Background: an optimization exercise with open tools, aiming at small area, a short achievable clock period and few clock cycles. Do not read the settings as production practice.
The RTL was checked by simulation tests, not by an equivalence proof against the original design.
No activity file was given, so power comes from the tool's default toggle rates.

// CPU
module CPU(
	input clk,
	input rst,
	output reg [15 : 0]PC,
	input  [31 : 0]instr,
	output [15 : 0]mem_addr,
	output [15 : 0]mem_data,
	output write,
	input  [15 : 0]mem_rdata,
	output [255 : 0]REGS,
	output halted
);
For scale: about 420 flip-flops, ~360 I/O pins, roughly 21000 um^2 of cells after synthesis.
export LEC_CHECK = 0
export CAP_MARGIN = 20
export CORE_MARGIN = 2
export CORE_UTILIZATION = 40
export PLACE_DENSITY = 0.6
export SLEW_MARGIN = 20
create_clock -name core_clock -period 10.0 [get_ports {clk}]
standard.sh (not shown) runs the stock make flow with config.mk's settings and CLKGATE_MAP_FILE= SYNTH_SCRIPT=/design/flow/synth_recipe.tcl, a recipe that flattens the netlist after the stock synthesis.
==> flow/flow/run.sh <==
#!/bin/bash
# Layout flow: the standard ORFS flow, with the port buffers made from
# the smallest buffer cell (instead of the resizer's default pick), smaller
# clock-tree buffers and no dummy clock loads, and timing repair aimed below
# the clock period. Each tool's full output goes to make.log here and to
# the ORFS logs under orfs/logs.
set -euo pipefail
bash standard.sh \
  "BUFFER_PORTS_ARGS=-buffer_cell sky130_fd_sc_hd__buf_1" \
  "CTS_ARGS=-sink_clustering_enable -repair_clock_nets -dont_use_dummy_load -buf_list {sky130_fd_sc_hd__clkbuf_4 sky130_fd_sc_hd__clkbuf_8}" \
  SETUP_SLACK_MARGIN=6.2 \
  finish > make.log 2>&1
Testbench counts at the start, summed over its fixed seeds: cycles 154,407.
Rerun with:
--- a/flow/flow/run.sh
+++ b/flow/flow/run.sh
@@ -8,5 +8,5 @@
 bash standard.sh \
   "BUFFER_PORTS_ARGS=-buffer_cell sky130_fd_sc_hd__buf_1" \
-  "CTS_ARGS=-sink_clustering_enable -repair_clock_nets -dont_use_dummy_load -buf_list {sky130_fd_sc_hd__clkbuf_4 sky130_fd_sc_hd__clkbuf_8}" \
-  SETUP_SLACK_MARGIN=6.2 \
+  "CTS_ARGS=-sink_clustering_enable -repair_clock_nets -dont_use_dummy_load -buf_list {sky130_fd_sc_hd__clkbuf_4}" \
+  SETUP_SLACK_MARGIN=6.6 \
   finish > make.log 2>&1
Result:
- flip-flop and latch count stays the same
- worst hold slack gains 0.0056 ns
- synthesized area does not change
- die area does not change
- clock power fell by about 10%
- non-clock buffer count rose by 388
- design area rose by 16%
- worst setup slack gains 0.22 ns
- maximum frequency rose by 6.2%
- wire length rose by about 7%
Rerun with:
--- a/flow/flow/run.sh
+++ b/flow/flow/run.sh
@@ -9,4 +9,4 @@
   "BUFFER_PORTS_ARGS=-buffer_cell sky130_fd_sc_hd__buf_1" \
   "CTS_ARGS=-sink_clustering_enable -repair_clock_nets -dont_use_dummy_load -buf_list {sky130_fd_sc_hd__clkbuf_4}" \
-  SETUP_SLACK_MARGIN=6.6 \
+  SETUP_SLACK_MARGIN=6.4 \
   finish > make.log 2>&1
After rerunning: The new run went through all stages and came out clean. Combinational power is lower by 24%. Cell count goes down by 9.6%. Clock skew rose by 0.028 ns. Via count came out lower by 8.2%. Synthesized area is unchanged. Global-route usage drops by 1.8 points. Wire length fell by about 6%. Hold slack gets worse by 0.016 ns. Core utilization came out lower by 6.8 points.


== lane 1 ==
CPU again, from the RTL that the note above started with.
clock: 10.0 ns
lec_check: 0
cap_margin: 20
core_margin: 2
core_utilization: 40
place_density: 0.6
slew_margin: 20
==> flow/flow/run.sh <==
#!/bin/bash
# Layout flow: the standard ORFS flow, with the port buffers made from
# the smallest buffer cell (instead of the resizer's default pick) and
# smaller clock-tree buffers. Each tool's full output goes to make.log here
# and to the ORFS logs under orfs/logs.
set -euo pipefail
bash standard.sh \
  "BUFFER_PORTS_ARGS=-buffer_cell sky130_fd_sc_hd__buf_1" \
  "CTS_BUF_LIST=sky130_fd_sc_hd__clkbuf_4 sky130_fd_sc_hd__clkbuf_8" \
  SETUP_SLACK_MARGIN=6.2 \
  finish > make.log 2>&1
Both conditions hold for lane 1: the flow ran to the end and the final layout passed the timing, DRC and antenna checks.
Testbench counts of lane 1, summed over its fixed seeds: cycles 154,407.
#### Input delta (lane 2 over lane 1)
--- a/flow/flow/run.sh
+++ b/flow/flow/run.sh
@@ -8,4 +8,4 @@
   "BUFFER_PORTS_ARGS=-buffer_cell sky130_fd_sc_hd__buf_1" \
   "CTS_BUF_LIST=sky130_fd_sc_hd__clkbuf_4 sky130_fd_sc_hd__clkbuf_8" \
-  SETUP_SLACK_MARGIN=6.2 \
+  SETUP_SLACK_MARGIN=5.8 \
   finish > make.log 2>&1
[summary]
On switching portion of total power, lane 2 tracks lane 1 almost exactly.
Taking lane 1 as the reference, in lane 2 critical path depth rose 10; routed wire length up 1800 um.
Lane 1 -> lane 2: overall via count from detail_route increased slightly
On lane 2: post-route clock period utilization is 5.2 points higher than what lane 1 gave.
Side by side, smallest hold slack turned out lower in lane 2 than in lane 1.


Another version of the RTL of CPU (not shown whole).
Size in the first run: ~1800 cells after synthesis, roughly 320 flip-flops, ~360 I/O pins, about 0.018 mm^2 of cells after synthesis.
clock: 10.0 ns
lec_check: 0
cap_margin: 20
core_margin: 2
core_utilization: 40
cts_buf_list: sky130_fd_sc_hd__clkbuf_4 sky130_fd_sc_hd__clkbuf_8
place_density: 0.6
setup_slack_margin: 5
slew_margin: 20
run.sh (not shown) runs the stock make flow with config.mk's settings and CLKGATE_MAP_FILE= SYNTH_SCRIPT=/design/flow/synth_recipe.tcl, a recipe that flattens the netlist after the stock synthesis.
Stock flow here: none of the scripts above is used.
Testbench counts at the start, summed over its fixed seeds: cycles 157,411.
Change:
--- a/flow/config.mk
+++ b/flow/config.mk
@@ -9,6 +9,5 @@
 export CORE_MARGIN = 2
 export CORE_UTILIZATION = 40
-export CTS_BUF_LIST = sky130_fd_sc_hd__clkbuf_4 sky130_fd_sc_hd__clkbuf_8
 export PLACE_DENSITY = 0.6
-export SETUP_SLACK_MARGIN = 5
+export SETUP_SLACK_MARGIN = 0.5
 export SLEW_MARGIN = 20
=> Combinational power came out lower by a few percent; worst hold slack is about the same; wire length falls slightly; final cell count is lower slightly; non-clock buffer count falls by 20; register-to-register slack is worse by 0.58 ns; synthesized cell count is unchanged.


== raven ==
The RTL this note starts from:
==> flow/design.v <==
module CPU(
	input clk,
	input rst,
	output reg [15 : 0]PC,
	input  [31 : 0]instr,
	output [15 : 0]mem_addr,
	output [15 : 0]mem_data,
	output write,
	input  [15 : 0]mem_rdata,
	output [255 : 0]REGS,
	output halted
);
	reg [15 : 0] R [0 : 14];
	reg ZF, SF;
	reg halt_r, stuck_r;
	reg halt_p;                 
	reg [15 : 0] ras;           
	genvar gi;
	generate
		for (gi = 0; gi < 15; gi = gi + 1) begin : g_regs
			assign REGS[gi*16 +: 16] = R[gi];
		end
	endgenerate
	assign REGS[255 : 240] = 16'd0;
	assign halted = halt_r;
	reg        e_we;        
	reg        e_wmem;      
	reg        e_wsp;       
	reg        e_store;     
	reg        e_usesum;    
	reg        e_addrb;     
	reg        e_ret;       
	reg        e_setcc, e_sub;
	reg        e_usec;      
	reg        e_fa, e_fb;  
	reg        e_wa, e_wb;  
	reg [1 : 0] e_op;       
	reg [3 : 0] e_dst;
	reg [15 : 0] e_a, e_b, e_c;
	reg        m_we, m_wmem, m_wsp, m_store, m_ret;
	reg [3 : 0] m_dst;
	reg [15 : 0] m_addr, m_data, m_res;
	reg [15 : 0] w1;            
	assign mem_addr = m_addr;
	assign mem_data = m_data;
	assign write = m_store;
	wire [15 : 0] wv = m_wmem ? mem_rdata : m_res;
	wire flush = m_ret && (mem_rdata != m_data);
	wire [15 : 0] a_op = e_fa ? m_res : e_wa ? w1 : e_a;
	wire [15 : 0] b_op = e_fb ? m_res : e_wb ? w1 : e_b;
	wire [15 : 0] x = e_usec ? e_c : (a_op ^ {16{e_sub}});
	reg [15 : 0] sum, gk, pk, pp;
	integer j, d;
	always @(*) begin
		pp = x ^ b_op;
		gk = x & b_op;
		gk[0] = gk[0] | (pp[0] & e_sub);
		pk = pp;
		for (d = 1; d < 16; d = d * 2)
			for (j = 15; j >= d; j = j - 1) begin
				gk[j] = gk[j] | (pk[j] & gk[j - d]);
				pk[j] = pk[j] & pk[j - d];
			end
		sum = pp ^ {gk[14 : 0], e_sub};
	end
	wire [15 : 0] ab_x = a_op ^ b_op;
	wire add_zero = (ab_x == {a_op[14 : 0] | b_op[14 : 0], 1'b0});
	wire eq_zero = ab_x == 16'd0;
	reg  [15 : 0] v;
	always @(*) begin
		case (e_op)
			2'd0: v = sum;
			2'd1: v = x & b_op;
			2'd2: v = x ^ b_op;
			default: v = 16'd1;
		endcase
	end
	reg v_zero;
	always @(*) begin
		case (e_op)
			2'd0: v_zero = e_sub ? eq_zero : add_zero;
			2'd1: v_zero = (a_op & b_op) == 16'd0;
			2'd2: v_zero = eq_zero;
			default: v_zero = 1'b0;
		endcase
	end
	wire zf_l = e_setcc ? v_zero : ZF;
	wire [3 : 0] icode = instr[3 : 0];
	wire [3 : 0] ifun  = instr[7 : 4];
	wire [3 : 0] rA    = instr[11 : 8];
	wire [3 : 0] rB    = instr[15 : 12];
	wire [15 : 0] valC_r = instr[31 : 16];
	wire [15 : 0] valC_j = instr[23 : 8];
	wire i_halt  = icode == 4'd0;
	wire i_rrmov = icode == 4'd2;
	wire i_irmov = icode == 4'd3;
	wire i_rmmov = icode == 4'd4;
	wire i_mrmov = icode == 4'd5;
	wire i_opq   = icode == 4'd6;
	wire i_jxx   = icode == 4'd7;
	wire i_call  = icode == 4'd8;
	wire i_ret   = icode == 4'd9;
	wire i_push  = icode == 4'd10;
	wire i_pop   = icode == 4'd11;
	wire i_inv   = icode >= 4'd13;
	function e_hit;
		input [3 : 0] idx;
		begin
			e_hit = (e_we && !e_wmem && e_dst == idx) || (e_wsp && idx == 4'd4);
		end
	endfunction
	function m_hit;
		input [3 : 0] idx;
		begin
			m_hit = m_we && m_dst == idx && idx != 4'd4;
		end
	endfunction
	wire [15 : 0] s_eff = (m_we && m_dst == 4'd4) ? wv : m_wsp ? m_res : R[4];
	function [15 : 0] rd;
		input [3 : 0] idx;
		begin
			rd = (idx == 4'd15) ? 16'd0 : (idx == 4'd4) ? s_eff : R[idx];
		end
	endfunction
	wire [15 : 0] a_eff = rd(rA);
	wire [15 : 0] b_eff = rd(rB);
	wire use_a = i_rrmov || i_rmmov || i_opq || i_push;
	wire use_b = i_rmmov || i_mrmov || i_opq;
	wire use_s = i_push || i_pop || i_call || i_ret;
	wire e_load = e_we && e_wmem;
	wire stall = (e_load && ((use_a && e_dst == rA) || (use_b && e_dst == rB) ||
	                         (use_s && e_dst == 4'd4))) ||
	             (i_jxx && ifun == 4'd1 && e_setcc);
	wire run = !halt_r && !halt_p && !stuck_r;
	wire go  = run && !stall && !flush;    
	wire cond = (ifun == 4'd0) || (ifun == 4'd1 && SF) ||
	            (ifun == 4'd2 && zf_l) || (ifun == 4'd3 && !zf_l);
	wire [11 : 0] inc4 = PC[15 : 4] + 12'd1;
	wire [10 : 0] inc5 = PC[15 : 5] + 11'd1;
	wire [15 : 0] p16 = {inc4, PC[3 : 0]};
	wire [15 : 0] p32 = {inc5, PC[4 : 0]};
	wire [15 : 0] p8  = PC[3] ? {inc4, 1'b0, PC[2 : 0]} : {PC[15 : 4], 1'b1, PC[2 : 0]};
	wire [15 : 0] p24 = PC[3] ? {inc5, PC[4], 1'b0, PC[2 : 0]} : {inc4, 1'b1, PC[2 : 0]};
	reg  [15 : 0] valP;
	always @(*) begin
		case (icode)
			4'd2, 4'd6, 4'd10, 4'd11: valP = p16;
			4'd3, 4'd4, 4'd5:         valP = p32;
			4'd7, 4'd8:               valP = p24;
			default:                  valP = p8;
		endcase
	end
	wire [15 : 0] pc_next = i_ret ? ras :
	                        (i_call || (i_jxx && cond)) ? valC_j : valP;
	wire f_wmem = i_mrmov || i_pop;
	wire f_we = ((i_rrmov || i_irmov || i_opq) && rB != 4'd15) ||
	            (f_wmem && rA != 4'd15) || i_push || i_call || i_ret;
	wire [3 : 0] f_dst = (i_push || i_call || i_ret) ? 4'd4 : f_wmem ? rA : rB;
	reg [1 : 0] f_op;
	always @(*) begin
		if (i_opq)
			case (ifun)
				4'd0, 4'd1: f_op = 2'd0;
				4'd2: f_op = 2'd1;
				4'd3: f_op = 2'd2;
				default: f_op = 2'd3;
			endcase
		else
			f_op = 2'd0;
	end
	wire [15 : 0] f_b = (i_rmmov || i_mrmov || i_opq) ? b_eff :
	                    use_s ? s_eff : 16'd0;
	wire [15 : 0] f_c = (i_push || i_call) ? 16'hFFF8 : (i_pop || i_ret) ? 16'h0008 : valC_r;
	wire [15 : 0] f_a = i_call ? p24 : i_ret ? ras : a_eff;
	wire [15 : 0] wbus = rst ? 16'd0 : wv;
	integer k;
	always @(posedge clk) begin
		for (k = 0; k < 15; k = k + 1)
			if (rst || (m_we && m_dst == k))
				R[k] <= wbus;
			else if (k == 4 && m_wsp)
				R[k] <= m_res;
	end
	always @(posedge clk) begin
		if (rst) begin
			PC <= 16'd0;
			halt_r <= 1'b0;
			halt_p <= 1'b0;
			stuck_r <= 1'b0;
			ZF <= 1'b0;
			SF <= 1'b0;
			e_we <= 1'b0;
			e_wsp <= 1'b0;
			e_store <= 1'b0;
			e_usesum <= 1'b0;
			e_addrb <= 1'b0;
			e_ret <= 1'b0;
			e_setcc <= 1'b0;
			m_we <= 1'b0;
			m_wsp <= 1'b0;
			m_store <= 1'b0;
			m_ret <= 1'b0;
		end else begin
			if (e_setcc && !flush) begin
				ZF <= v_zero;
				SF <= v[15];
			end
			m_we <= e_we && !flush;
			m_wsp <= e_wsp && !flush;
			m_store <= e_store && !flush;
			m_ret <= e_ret && !flush;
			if (flush)
				PC <= mem_rdata;
			else if (go)
				PC <= pc_next;
			if (flush) begin
				halt_p <= 1'b0;
				stuck_r <= 1'b0;
			end else begin
				if (go && i_halt) begin
					if (e_we || e_wsp || e_store)
						halt_p <= 1'b1;
					else
						halt_r <= 1'b1;
				end
				if (halt_p)
					halt_r <= 1'b1;
				if (go && i_inv)
					stuck_r <= 1'b1;
			end
			e_we <= go && f_we;
			e_wsp <= go && i_pop;
			e_store <= go && (i_rmmov || i_push || i_call);
			e_usesum <= go && (i_rmmov || i_mrmov || i_push || i_call);
			e_addrb <= go && (i_pop || i_ret);
			e_ret <= go && i_ret;
			e_setcc <= go && i_opq;
		end
		if (i_call)
			ras <= p24;
		e_op <= f_op;
		e_sub <= i_opq && ifun == 4'd1;
		e_usec <= i_irmov || i_rmmov || i_mrmov || i_push || i_call || i_pop || i_ret;
		e_dst <= f_dst;
		e_wmem <= f_wmem;
		e_a <= f_a;
		e_fa <= use_a && e_hit(rA);
		e_fb <= ((i_rmmov || i_mrmov || i_opq) && e_hit(rB)) || (use_s && e_hit(4'd4));
		e_wa <= use_a && m_hit(rA);
		e_wb <= (i_rmmov || i_mrmov || i_opq) && m_hit(rB);
		w1 <= wv;
		e_b <= f_b;
		e_c <= f_c;
		m_dst <= e_dst;
		m_wmem <= e_wmem;
		m_res <= v;
		m_data <= a_op;
		m_addr <= e_addrb ? b_op : sum;
	end
endmodule
==> flow/config.mk <==
export PLATFORM = sky130hd
export DESIGN_NAME = CPU
export DESIGN_NICKNAME = CPU
export VERILOG_FILES = /design/flow/design.v
export SDC_FILE = /design/flow/constraint.sdc
export NUM_CORES = 4
export LEC_CHECK = 0
export CAP_MARGIN = 20
export CORE_MARGIN = 2
export CORE_UTILIZATION = 40
export PLACE_DENSITY = 0.6
export SLEW_MARGIN = 20
==> flow/constraint.sdc <==
create_clock -name core_clock -period 10.0 [get_ports {clk}]
set_input_delay 2.0000 -clock core_clock [delete_from_list [all_inputs] [get_ports {clk}]]
set_output_delay 2.0000 -clock core_clock [all_outputs]
set_load 0.01 [all_outputs]
standard.sh (not shown) runs the stock make flow with config.mk's settings and CLKGATE_MAP_FILE= SYNTH_SCRIPT=/design/flow/synth_recipe.tcl, a recipe that flattens the netlist after the stock synthesis.
==> flow/flow/run.sh <==
#!/bin/bash
# Layout flow: the standard ORFS flow, with the port buffers made from
# the smallest buffer cell (instead of the resizer's default pick), smaller
# clock-tree buffers and no dummy clock loads, and timing repair aimed below
# the clock period. Each tool's full output goes to make.log here and to
# the ORFS logs under orfs/logs.
set -euo pipefail
bash standard.sh \
  "BUFFER_PORTS_ARGS=-buffer_cell sky130_fd_sc_hd__buf_1" \
  "CTS_ARGS=-sink_clustering_enable -repair_clock_nets -dont_use_dummy_load -buf_list {sky130_fd_sc_hd__clkbuf_4}" \
  SETUP_SLACK_MARGIN=6.5 \
  finish > make.log 2>&1
Every stage of the flow completed for raven, and the final layout passed the timing, DRC and antenna checks.
Testbench counts of raven, summed over its fixed seeds: cycles 154,407.
diff inputs: raven => xenon
==> flow/flow/run.sh <==
#!/bin/bash
# Layout flow: the standard ORFS flow, with the port buffers made from
# the smallest buffer cell (instead of the resizer's default pick) and
# smaller clock-tree buffers. Each tool's full output goes to make.log here
# and to the ORFS logs under orfs/logs.
set -euo pipefail
bash standard.sh \
  "BUFFER_PORTS_ARGS=-buffer_cell sky130_fd_sc_hd__buf_1" \
  "CTS_BUF_LIST=sky130_fd_sc_hd__clkbuf_4 sky130_fd_sc_hd__clkbuf_8" \
  SETUP_SLACK_MARGIN=6.6 \
  finish > make.log 2>&1
==> run summary <==
Looking at library cell contributing the largest single delay on the critical path, the sky130_fd_sc_hd__or4_4 result is from raven; the sky130_fd_sc_hd__or4b_4 one comes from xenon. The instance count on the critical path in xenon sits 3 below the value recorded for raven. The lower routed wire length came out of raven. A launch point of the worst path of e_wa is what raven shows, while instr[1] belongs to xenon. Sequential share of layout area: xenon vs raven down 0.44 points.

re-timing with driven ports:
How much do the figures lean on ideal ports? The routed layouts below were timed once more, with nothing changed but the port constraints.
Step 1, drivers: a clkbuf_16 drives clk and a buf_2 each remaining input, both assumed.
Step 2, shift: input delay + t, output delay - t, t = (earliest + latest rising clock arrival at the registers) / 2. This alone moves slack from input paths to output paths.
Three values: ideal ports, drivers, drivers and shift; two values: the first two.
run | shift t [ns] | slack for setup (ns) | worst data-port slew with drivers (ns)
the first run of note 1 | 0.691 | 6.228 / 6.218 / 5.570 | 0.04
the second run of note 1 | 0.883 | 6.447 / 6.391 / 5.638 | 0.05
the third run of note 1 | 0.901 | 6.401 / 6.363 / 5.537 | 0.04
lane 1 | 0.720 | 6.241 / 6.186 / 5.559 | 0.04
lane 2 | 0.744 | 5.725 / 5.759 / 5.015 | 0.04
the first run of note 3 | 0.700 | 4.854 / 4.798 / 4.341 | 0.07
the second run of note 3 | 0.639 | 3.883 / 3.828 / 3.920 | 0.07
raven | 0.879 | 6.401 / 6.370 / 5.614 | 0.04
xenon | 0.698 | 6.383 / 6.397 / 5.699 | 0.05
After both steps setup and hold are still met in every run listed. The setup slack of the third run of note 1, which loses most, moves by -0.038 ns with the drivers and by -0.864 ns with both steps.
